From an optimization exercise on the open Yosys and OpenROAD flow, aimed at small area; shortcuts taken in it are not production practice.
The RTL was checked by simulation tests, not by an equivalence proof against the original design.

==> harbor <==
==> flow/design.v (excerpt) <==
module I2C_MASTER_SLAVE(
	clk,
	reset,
	start,
	ready,
	send,
	datasend,
	sended,
	receive,
	datareceive,
	received,
	sda_i,
	scl_i,
	sda_o,
	scl_o
);
==> module I2C_SLAVE, before the edit <==
module I2C_SLAVE(clk, reset, sda_i, scl_i, scl_pin, m_scl_o, sda_o, datasend, sended, isD0, is16, received);
input  wire clk;
input  wire reset;
input  wire sda_i;		 
input  wire scl_i;		 
input  wire scl_pin;		 
input  wire m_scl_o;		 
output wire sda_o;
input  wire [1:0] datasend;	 
output wire sended;
output wire isD0;		 
output wire is16;		 
output wire received;
localparam S_IDLE = 4'd0;
localparam S_PR   = 4'd1;	 
localparam S_R    = 4'd2;	 
localparam S_WGA  = 4'd3;	 
localparam S_PRA  = 4'd5;	 
localparam S_RA   = 4'd6;	 
localparam S_WGAA = 4'd7;	 
localparam S_GA   = 4'd4;	 
localparam S_PS   = 4'd8;	 
localparam S_S    = 4'd9;	 
localparam S_WA   = 4'd10;	 
localparam S_A    = 4'd11;	 
localparam S_STOP = 4'd12;
localparam S_PRAH = 4'd13;	 
localparam F_IDLE = 2'd0;
localparam F_WAIT = 2'd1;
localparam F_STRT = 2'd2;
localparam F_STOP = 2'd3;
reg [3:0] st;
reg       zsda;
reg [2:0] count;
reg       lockReceived;
reg       lockSended;
reg       ack;
reg       b0;		 
reg       mAdr;		 
reg       mD0;		 
reg       m16;		 
reg [3:0] syncSda;
reg [2:0] syncScl;
reg [1:0] fsm;
reg [4:0] delay;
reg       mSclOld;	 
assign sda_o    = zsda;
assign sended   = ~lockSended;
assign received = ~lockReceived;
assign isD0     = mD0 & ~b0;
assign is16     = m16 & ~b0;
wire bottomSda = syncSda[1];
wire middleSda = syncSda[2];
wire topSda    = syncSda[3];
wire bottomScl = syncScl[1];
wire topScl    = syncScl[2];
wire sclRise   = ~topScl & bottomScl;
wire sclFall   = topScl & ~bottomScl;
always @(posedge clk)
begin
	if (!reset)
		begin
			syncSda <= 4'b1111;
			syncScl <= 3'b111;
		end
	else
		begin
			syncSda <= {syncSda[2:0], sda_i};
			syncScl <= {syncScl[1:0], scl_i};
		end
end
wire sclN = mSclOld & scl_pin;
reg [1:0] fsmN;
always @(*)
begin
	fsmN = fsm;
	case (fsm)
	F_IDLE: begin
		if (zsda)
			begin
				if ({middleSda, bottomSda, sclN} == 3'b101)
					fsmN = F_WAIT;
				else if ({middleSda, bottomSda, sclN} == 3'b011 && st != S_PS)
					fsmN = F_STOP;
			end
	end
	F_WAIT: begin
		if ({topSda, middleSda, sclN} == 3'b001)
			fsmN = F_STRT;
		else if (delay == 5'd31)
			fsmN = F_IDLE;
	end
	default:
		fsmN = F_IDLE;
	endcase
end
always @(posedge clk)
begin
	mSclOld <= m_scl_o;
	if (!reset)
		begin
			fsm <= F_IDLE;
			delay <= 5'd0;
		end
	else
		begin
			fsm <= fsmN;
			delay <= (fsm == F_WAIT) ? delay + 5'd1 : (fsm == F_IDLE) ? 5'd0 : delay;
		end
end
reg txBit;
always @(*)
begin
	case (count)
	3'd7, 3'd0: txBit = (datasend != 2'd0);
	3'd5, 3'd2: txBit = datasend[1];
	3'd3, 3'd1: txBit = (datasend == 2'd3);
	default:    txBit = 1'b0;
	endcase
end
wire [7:0] kAdr = 8'hEA;	 
wire [7:0] kD0  = 8'hD0;
wire [7:0] k16  = 8'h16;
wire first = (count == 3'd7);
wire [2:0] countDec = count - 3'd1;
always @(posedge clk)
begin
	if (!reset)
		begin
			st <= S_IDLE;
			zsda <= 1'b1;
			lockReceived <= 1'b1;
			lockSended <= 1'b1;
			count <= 3'd7;
			ack <= 1'b1;
		end
	else if (fsmN == F_STRT)
		begin
			st <= (((st == S_PRA) & done) | ((st == S_RA) & ~done)) ? S_PRAH : S_PRA;
			zsda <= 1'b1;
			count <= 3'd7;
		end
	else
		begin
			case (st)
			S_IDLE: begin
				zsda <= 1'b1;
			end
			S_PRAH: begin
				st <= S_RA;
				zsda <= 1'b1;
				lockReceived <= 1'b1;
				lockSended <= 1'b1;
			end
			S_PR, S_PRA: begin
				if (done)
					st <= st + 4'd1;
				zsda <= 1'b1;
				lockReceived <= 1'b1;
				lockSended <= 1'b1;
			end
			S_R, S_RA: begin
				if (done)
					begin
						if (count == 3'd0)
							begin
								st <= st + 4'd1;
								b0 <= topSda;
							end
						else
							begin
								st <= st - 4'd1;
								mAdr <= (first | mAdr) & (topSda == kAdr[count]);
								mD0 <= (first | mD0) & (topSda == kD0[count]);
								m16 <= (first | m16) & (topSda == k16[count]);
							end
						count <= countDec;
					end
			end
			S_PS: begin
				if (done)
					st <= S_S;
				else
					begin
						lockReceived <= 1'b1;
						lockSended <= 1'b1;
						zsda <= txBit;
					end
			end
			S_S: begin
				if (done)
					begin
						st <= (count == 3'd0) ? S_WA : S_PS;
						count <= countDec;
					end
			end
			S_WGAA: begin
				if (done)
					st <= mAdr ? S_GA : S_IDLE;
				zsda <= 1'b0;
			end
			S_WGA: begin
				if (done)
					st <= S_GA;
				lockReceived <= 1'b0;
				zsda <= 1'b0;
			end
			S_GA: begin
				if (done)
					st <= b0 ? S_PS : S_PR;
				zsda <= 1'b0;
			end
			S_WA: begin
				if (done)
					begin
						st <= S_A;
						ack <= 1'b1;
					end
				else
					begin
						zsda <= 1'b1;
						lockSended <= 1'b0;
					end
			end
			S_A: begin
				if (done)
					st <= ack ? S_STOP : S_PS;
				else if (!topSda)
					ack <= 1'b0;
			end
			S_STOP: begin
				if (fsmN == F_STOP)
					st <= S_IDLE;
				else
					begin
						lockReceived <= 1'b1;
						lockSended <= 1'b1;
					end
			end
			default: ;
			endcase
		end
end
reg done;
always @(*)
begin
	case (st)
	S_PR, S_PRA, S_PS, S_WGA, S_WGAA, S_WA:
		done = sclRise;
	S_R, S_RA, S_S, S_GA, S_A:
		done = sclFall;
	default:
		done = 1'b0;
	endcase
end
endmodule
==> flow/config.mk <==
export PLATFORM = sky130hd
export DESIGN_NAME = I2C_MASTER_SLAVE
export DESIGN_NICKNAME = I2C_MASTER_SLAVE
export VERILOG_FILES = /design/flow/design.v
export SDC_FILE = /design/flow/constraint.sdc
export NUM_CORES = 4
export LEC_CHECK = 0
export CAP_MARGIN = 20
export CORE_MARGIN = 2
export CORE_UTILIZATION = 40
export CTS_BUF_LIST = sky130_fd_sc_hd__clkbuf_8
export PLACE_DENSITY = 0.6
export SLEW_MARGIN = 20
==> flow/constraint.sdc <==
create_clock -name core_clock -period 10.0 [get_ports {clk}]
set_input_delay 2.0000 -clock core_clock [delete_from_list [all_inputs] [get_ports {clk}]]
set_output_delay 2.0000 -clock core_clock [all_outputs]
set_load 0.01 [all_outputs]
standard.sh (not shown) runs the stock make flow with config.mk's settings and CLKGATE_MAP_FILE= SYNTH_SCRIPT=/design/flow/synth_recipe.tcl, a recipe that flattens the netlist after the stock synthesis.
==> flow/flow/run.sh <==
#!/bin/bash
# Own layout flow: the standard ORFS flow (the make command of standard.sh),
# changed in these ways only:
#  - synthesis: the standard synthesis script, except that the
#    combinational logic is mapped by area-oriented ABC scripts (flow/abc/*.abc)
#    and half/full adders are not extracted. Every script is tried (synthesis
#    only, in try_<name>/) and the one giving the smallest cell area is used.
#    Registers are the same whichever script is used (ABC maps only logic).
#  - port buffers: the smallest buffer (sky130_fd_sc_hd__buf_1),
#  - extra make variables from flow/extra.mk (one VAR=value per line).
# Tool output: ORFS logs under orfs/logs/ (and try_*/logs/); make's own output
# in flow.log and try_<name>.log here.
set -euo pipefail
W=$(pwd)

make_script() {  # $1 = ABC script name: writes synth_$1.tcl
  sed 's|log_cmd abc {\*}\$abc_args|set i [lsearch $abc_args -script]; lset abc_args [expr {$i+1}] '"$W"'/flow/abc/'"$1"'.abc\n  log_cmd abc {*}$abc_args|' \
    "$FLOW_HOME/scripts/synth.tcl" > "$W/synth_body_$1.tcl"
  grep -q "flow/abc/$1.abc" "$W/synth_body_$1.tcl"
  sed 's|source \$::env(SCRIPTS_DIR)/synth.tcl|source '"$W"'/synth_body_'"$1"'.tcl|' synth_recipe.tcl > "$W/synth_$1.tcl"
  grep -q "synth_body_$1.tcl" "$W/synth_$1.tcl"
}

make_cmd() {  # $1 = ABC script name, $2 = WORK_HOME, $3 = output file
  python3 - "$W" "$1" "$2" "$3" <<'PY'
import shlex, sys, re
w, name, home, out = sys.argv[1:]
s = open(f"{w}/standard.sh").read()
extra = ["ADDER_MAP_FILE=", "BUFFER_PORTS_ARGS=-buffer_cell sky130_fd_sc_hd__buf_1"]
try:
    extra += [l.strip() for l in open(f"{w}/flow/extra.mk") if l.strip() and not l.startswith("#")]
except FileNotFoundError:
    pass
add = " ".join(shlex.quote(x) for x in extra)
s2 = re.sub(r"SYNTH_SCRIPT=\S+", lambda m: f"SYNTH_SCRIPT={w}/synth_{name}.tcl {add}", s, count=1)
assert s2 != s
if home:
    s3 = re.sub(r"WORK_HOME=\S+", lambda m: f"WORK_HOME={home}", s2, count=1)
    assert s3 != s2
    s2 = s3
open(out, "w").write(s2)
PY
}

names=()
for f in "$W"/flow/abc/*.abc; do
  n=$(basename "$f" .abc)
  names+=("$n")
  make_script "$n"
  make_cmd "$n" "$W/try_$n" "$W/try_$n.sh"
done

# try every script (synthesis only), four at a time
pids=()
for n in "${names[@]}"; do
  bash "$W/try_$n.sh" synth > "$W/try_$n.log" 2>&1 &
  pids+=($!)
  if (( ${#pids[@]} >= ${NUM_CORES:-4} )); then wait "${pids[0]}" || true; pids=("${pids[@]:1}"); fi
done
for p in "${pids[@]}"; do wait "$p" || true; done

best=""
bestarea=""
for n in "${names[@]}"; do
  r="$W/try_$n/reports/$FLOW_PLATFORM/I2C_MASTER_SLAVE/base/synth_stat.txt"
  [[ -f "$r" ]] || continue
  a=$(grep -E "Chip area for module" "$r" | tail -1 | awk '{print $NF}')
  echo "$n $a" >> "$W/try_areas.txt"
  if [[ -z "$best" ]] || python3 -c "import sys; sys.exit(0 if float('$a') < float('$bestarea') else 1)"; then
    best=$n; bestarea=$a
  fi
done
[[ -n "$best" ]]
echo "chosen $best $bestarea" >> "$W/try_areas.txt"

make_cmd "$best" "" "$W/own_standard.sh"
bash "$W/own_standard.sh" > "$W/flow.log" 2>&1
==> flow/flow/abc/b1.abc <==
strash
dc2
dch -f
map -a
topo
==> flow/flow/abc/c10.abc <==
strash
dc2
dch -f
map -a
strash
dc2
dch -f
map -a
strash
dc2
dch -f
map -a
strash
dc2
dch -f
map -a
strash
dc2
dch -f
map -a
topo
==> flow/flow/abc/c11.abc <==
strash
dc2
dch -f
map -a
mfs -a
strash
dc2
dch -f
map -a
topo
==> flow/flow/abc/c12.abc <==
strash
ifraig
dc2
dch -f
map -a
strash
dc2
dch -f
map -a
strash
dc2
dch -f
map -a
topo
==> flow/flow/abc/c13.abc <==
strash
dc2
dch -f
map -a
mfs -a
strash
dc2
dch -f
map -a
mfs -a
strash
dc2
dch -f
map -a
topo
==> flow/flow/abc/c8.abc <==
strash
dc2
dch -f
map -a
strash
dc2
dch -f
map -a
strash
dc2
dch -f
map -a
topo
==> flow/flow/extra.mk <==
CTS_ARGS=-sink_clustering_enable -repair_clock_nets -dont_use_dummy_load -buf_list sky130_fd_sc_hd__clkbuf_8
==> willow: changes against harbor <==
==> flow/flow/run.sh (replaced) <==
#!/bin/bash
# Own layout flow: the standard ORFS flow (standard.sh's make command), with
#  - synthesis: the standard script, but the combinational logic mapped by an
#    area-oriented ABC script (flow/area.abc) and no half/full adder extraction,
#  - port buffers: the smallest buffer (sky130_fd_sc_hd__buf_1),
#  - the extra make variables in flow/extra.mk (one VAR=value per line).
# Each tool's output goes to the ORFS logs (orfs/logs/...); make's own output
# goes to flow.log here.
set -euo pipefail
W=$(pwd)
sed 's|log_cmd abc {\*}\$abc_args|set i [lsearch $abc_args -script]; lset abc_args [expr {$i+1}] '"$W"'/flow/area.abc\n  log_cmd abc {*}$abc_args|' \
  "$FLOW_HOME/scripts/synth.tcl" > "$W/own_synth_body.tcl"
grep -q "flow/area.abc" "$W/own_synth_body.tcl"
sed 's|source \$::env(SCRIPTS_DIR)/synth.tcl|source '"$W"'/own_synth_body.tcl|' synth_recipe.tcl > "$W/own_synth.tcl"
grep -q "own_synth_body.tcl" "$W/own_synth.tcl"
# standard.sh with our synthesis script and extra variables
python3 - "$W" <<'PY'
import shlex, sys, re
w = sys.argv[1]
s = open(f"{w}/standard.sh").read()
extra = ["ADDER_MAP_FILE=", "BUFFER_PORTS_ARGS=-buffer_cell sky130_fd_sc_hd__buf_1"]
try:
    extra += [l.strip() for l in open(f"{w}/flow/extra.mk") if l.strip() and not l.startswith("#")]
except FileNotFoundError:
    pass
add = " ".join(shlex.quote(x) for x in extra)
s2 = re.sub(r"SYNTH_SCRIPT=\S+", lambda m: f"SYNTH_SCRIPT={w}/own_synth.tcl {add}", s, count=1)
assert s2 != s
open(f"{w}/own_standard.sh", "w").write(s2)
PY
cp "$W/own_standard.sh" "$W/own_standard.log"
bash "$W/own_standard.sh" > "$W/flow.log" 2>&1
==> flow/flow/area.abc (new file) <==
strash
dc2
dch -f
map -a
topo
removed: flow/flow/abc/b1.abc
removed: flow/flow/abc/c10.abc
removed: flow/flow/abc/c11.abc
removed: flow/flow/abc/c12.abc
removed: flow/flow/abc/c13.abc
removed: flow/flow/abc/c8.abc
==> indigo: changes against harbor <==
==> flow/flow/run.sh (replaced) <==
#!/bin/bash
# Own layout flow: the standard ORFS flow, with
#  - synthesis: the standard script, but the combinational logic mapped by an
#    area-oriented ABC script (flow/area.abc) and no half/full adder extraction,
#  - port buffers: the smallest buffer (sky130_fd_sc_hd__buf_1),
# everything else as standard.sh does it. Each tool's output goes to the ORFS
# logs (orfs/logs/...); make's own output goes to flow.log here.
set -euo pipefail
W=$(pwd)
sed 's|log_cmd abc {\*}\$abc_args|set i [lsearch $abc_args -script]; lset abc_args [expr {$i+1}] '"$W"'/flow/area.abc\n  log_cmd abc {*}$abc_args|' \
  "$FLOW_HOME/scripts/synth.tcl" > "$W/own_synth_body.tcl"
grep -q "flow/area.abc" "$W/own_synth_body.tcl"
sed 's|source \$::env(SCRIPTS_DIR)/synth.tcl|source '"$W"'/own_synth_body.tcl|' synth_recipe.tcl > "$W/own_synth.tcl"
grep -q "own_synth_body.tcl" "$W/own_synth.tcl"
sed -E 's|SYNTH_SCRIPT=[^ ]+|SYNTH_SCRIPT='"$W"'/own_synth.tcl ADDER_MAP_FILE= '"'"'BUFFER_PORTS_ARGS=-buffer_cell sky130_fd_sc_hd__buf_1'"'"'|' standard.sh > "$W/own_standard.sh"
grep -q "own_synth.tcl" "$W/own_standard.sh"
cat "$W/own_standard.sh" > "$W/own_standard.log"
bash "$W/own_standard.sh" > "$W/flow.log" 2>&1
==> flow/flow/area.abc (new file) <==
strash
dc2
dch -f
map -a
topo
removed: flow/flow/abc/b1.abc
removed: flow/flow/abc/c10.abc
removed: flow/flow/abc/c11.abc
removed: flow/flow/abc/c12.abc
removed: flow/flow/abc/c13.abc
removed: flow/flow/abc/c8.abc
removed: flow/flow/extra.mk
==> maple: changes against harbor <==
--- a/flow/design.v
+++ b/flow/design.v
@@ -321,9 +321,8 @@
 reg       lockSended;
 reg       ack;
 reg       b0;		 
-reg       mAdr;		 
-reg       mD0;		 
-reg       m16;		 
+reg       match;	 
+reg       cand;		 
 reg [3:0] syncSda;
 reg [2:0] syncScl;
 reg [1:0] fsm;
@@ -332,8 +331,8 @@
 assign sda_o    = zsda;
 assign sended   = ~lockSended;
 assign received = ~lockReceived;
-assign isD0     = mD0 & ~b0;
-assign is16     = m16 & ~b0;
+assign isD0     = match & cand & ~b0;
+assign is16     = match & ~cand & ~b0;
 wire bottomSda = syncSda[1];
 wire middleSda = syncSda[2];
 wire topSda    = syncSda[3];
@@ -407,6 +406,7 @@
 wire [7:0] kD0  = 8'hD0;
 wire [7:0] k16  = 8'h16;
 wire first = (count == 3'd7);
+wire kBit = st[2] ? kAdr[count] : cand ? kD0[count] : k16[count];
 wire [2:0] countDec = count - 3'd1;
 always @(posedge clk)
 begin
@@ -455,9 +455,13 @@
 						else
 							begin
 								st <= st - 4'd1;
-								mAdr <= (first | mAdr) & (topSda == kAdr[count]);
-								mD0 <= (first | mD0) & (topSda == kD0[count]);
-								m16 <= (first | m16) & (topSda == k16[count]);
+								if (first)
+									begin
+										match <= ~st[2] | topSda;
+										cand <= topSda;
+									end
+								else
+									match <= match & (topSda == kBit);
 							end
 						count <= countDec;
 					end
@@ -481,7 +485,7 @@
 			end
 			S_WGAA: begin
 				if (done)
-					st <= mAdr ? S_GA : S_IDLE;
+					st <= match ? S_GA : S_IDLE;
 				zsda <= 1'b0;
 			end
 			S_WGA: begin
==> flow_summary.json <==
{
  "status": "finished clean",
  "grt_pass1_vias": 3502,
  "final_cell_mix": "nor2_1, clkinv_1, dfxtp_1",
  "p_total_uw": 998,
  "synth.net_count": 542,
  "grt_pass1_wl_mm": 15.6,
  "wirelength_met1_mm": 4.12,
  "clockPowerShare_pct": 17.9,
  "multi_input_area_um2": 1830,
  "initial_utilization_pct": 41.8,
  "grt.met2_usage_pct": 31.9,
  "instances_no_fill": 673,
  "pre_cts_slack_ps": 2400,
  "synthTopCellsByCount": "nor2_1, clkinv_1, dfxtp_1, a21oi_1, nand2_1",
  "synth_top_family_by_area": "simple AND/OR/NAND/NOR gates",
  "dpl.hpwl_mm": 6.75
}
The numbers above come from willow.

==> flow_summary.json <==
{
  "status": "finished clean",
  "grt_pass1_vias": 3465,
  "clockPowerShare_pct": 22.1,
  "initial_utilization_pct": 41.8,
  "instances_no_fill": 680,
  "synthTopCellsByCount": "nor2_1, clkinv_1, dfxtp_1, a21oi_1, nand2_1",
  "pre_cts_slack_ps": 2400,
  "synth_top_family_by_area": "simple AND/OR/NAND/NOR gates",
  "grt_pass1_wl_mm": 15.6,
  "wirelength_met1_mm": 4.13,
  "final_cell_mix": "nor2_1, clkinv_1, dfxtp_1"
}
The numbers above come from indigo.

==> flow_summary.json <==
{
  "grt_pass1_wl_mm": 15.3,
  "clockPowerShare_pct": 29.7,
  "initial_utilization_pct": 40.9,
  "status": "finished clean",
  "grt.met2_usage_pct": 30.1,
  "synthTopCellsByCount": "nor2_1, clkinv_1, dfxtp_1, a21oi_1, nand2_1",
  "wirelength_met1_mm": 4.26,
  "cp-startpoint": "I2C_MASTER.zscl$_SDFF_NN1_",
  "dpl.hpwl_mm": 6.53,
  "final_cell_mix": "nor2_1, clkinv_1, dfxtp_1",
  "p_total_uw": 604,
  "synth_top_family_by_area": "compound AO/OA/AOI/OAI gates",
  "multi_input_area_um2": 1750,
  "instances_no_fill": 638,
  "synth.net_count": 507,
  "hold_class": "reg2reg",
  "pre_cts_slack_ps": 2380,
  "final_cell_area_um2": 3930
}
The numbers above come from harbor.

==> flow_summary.json <==
{
  "status": "finished clean",
  "instances_no_fill": 658,
  "inv_count": 83,
  "drc": 0,
  "p_total_uw": 748,
  "synth.net_count": 528,
  "pre_cts_slack_ps": 2360,
  "grt_pass1_vias": 3494,
  "dpl.hpwl_mm": 6.78,
  "antenna_found_initial": 0,
  "muxShareOfSynthArea_pct": 0,
  "synthTopCellsByCount": "nor2_1, clkinv_1, dfxtp_1, nand2_1, a21oi_1",
  "grt.met2_usage_pct": 33.1,
  "final_cell_mix": "nor2_1, clkinv_1, dfxtp_1",
  "sh_seq_area_pct": 38.0,
  "clockPowerShare_pct": 24.2,
  "core_um2": 8680
}
The numbers above come from maple.

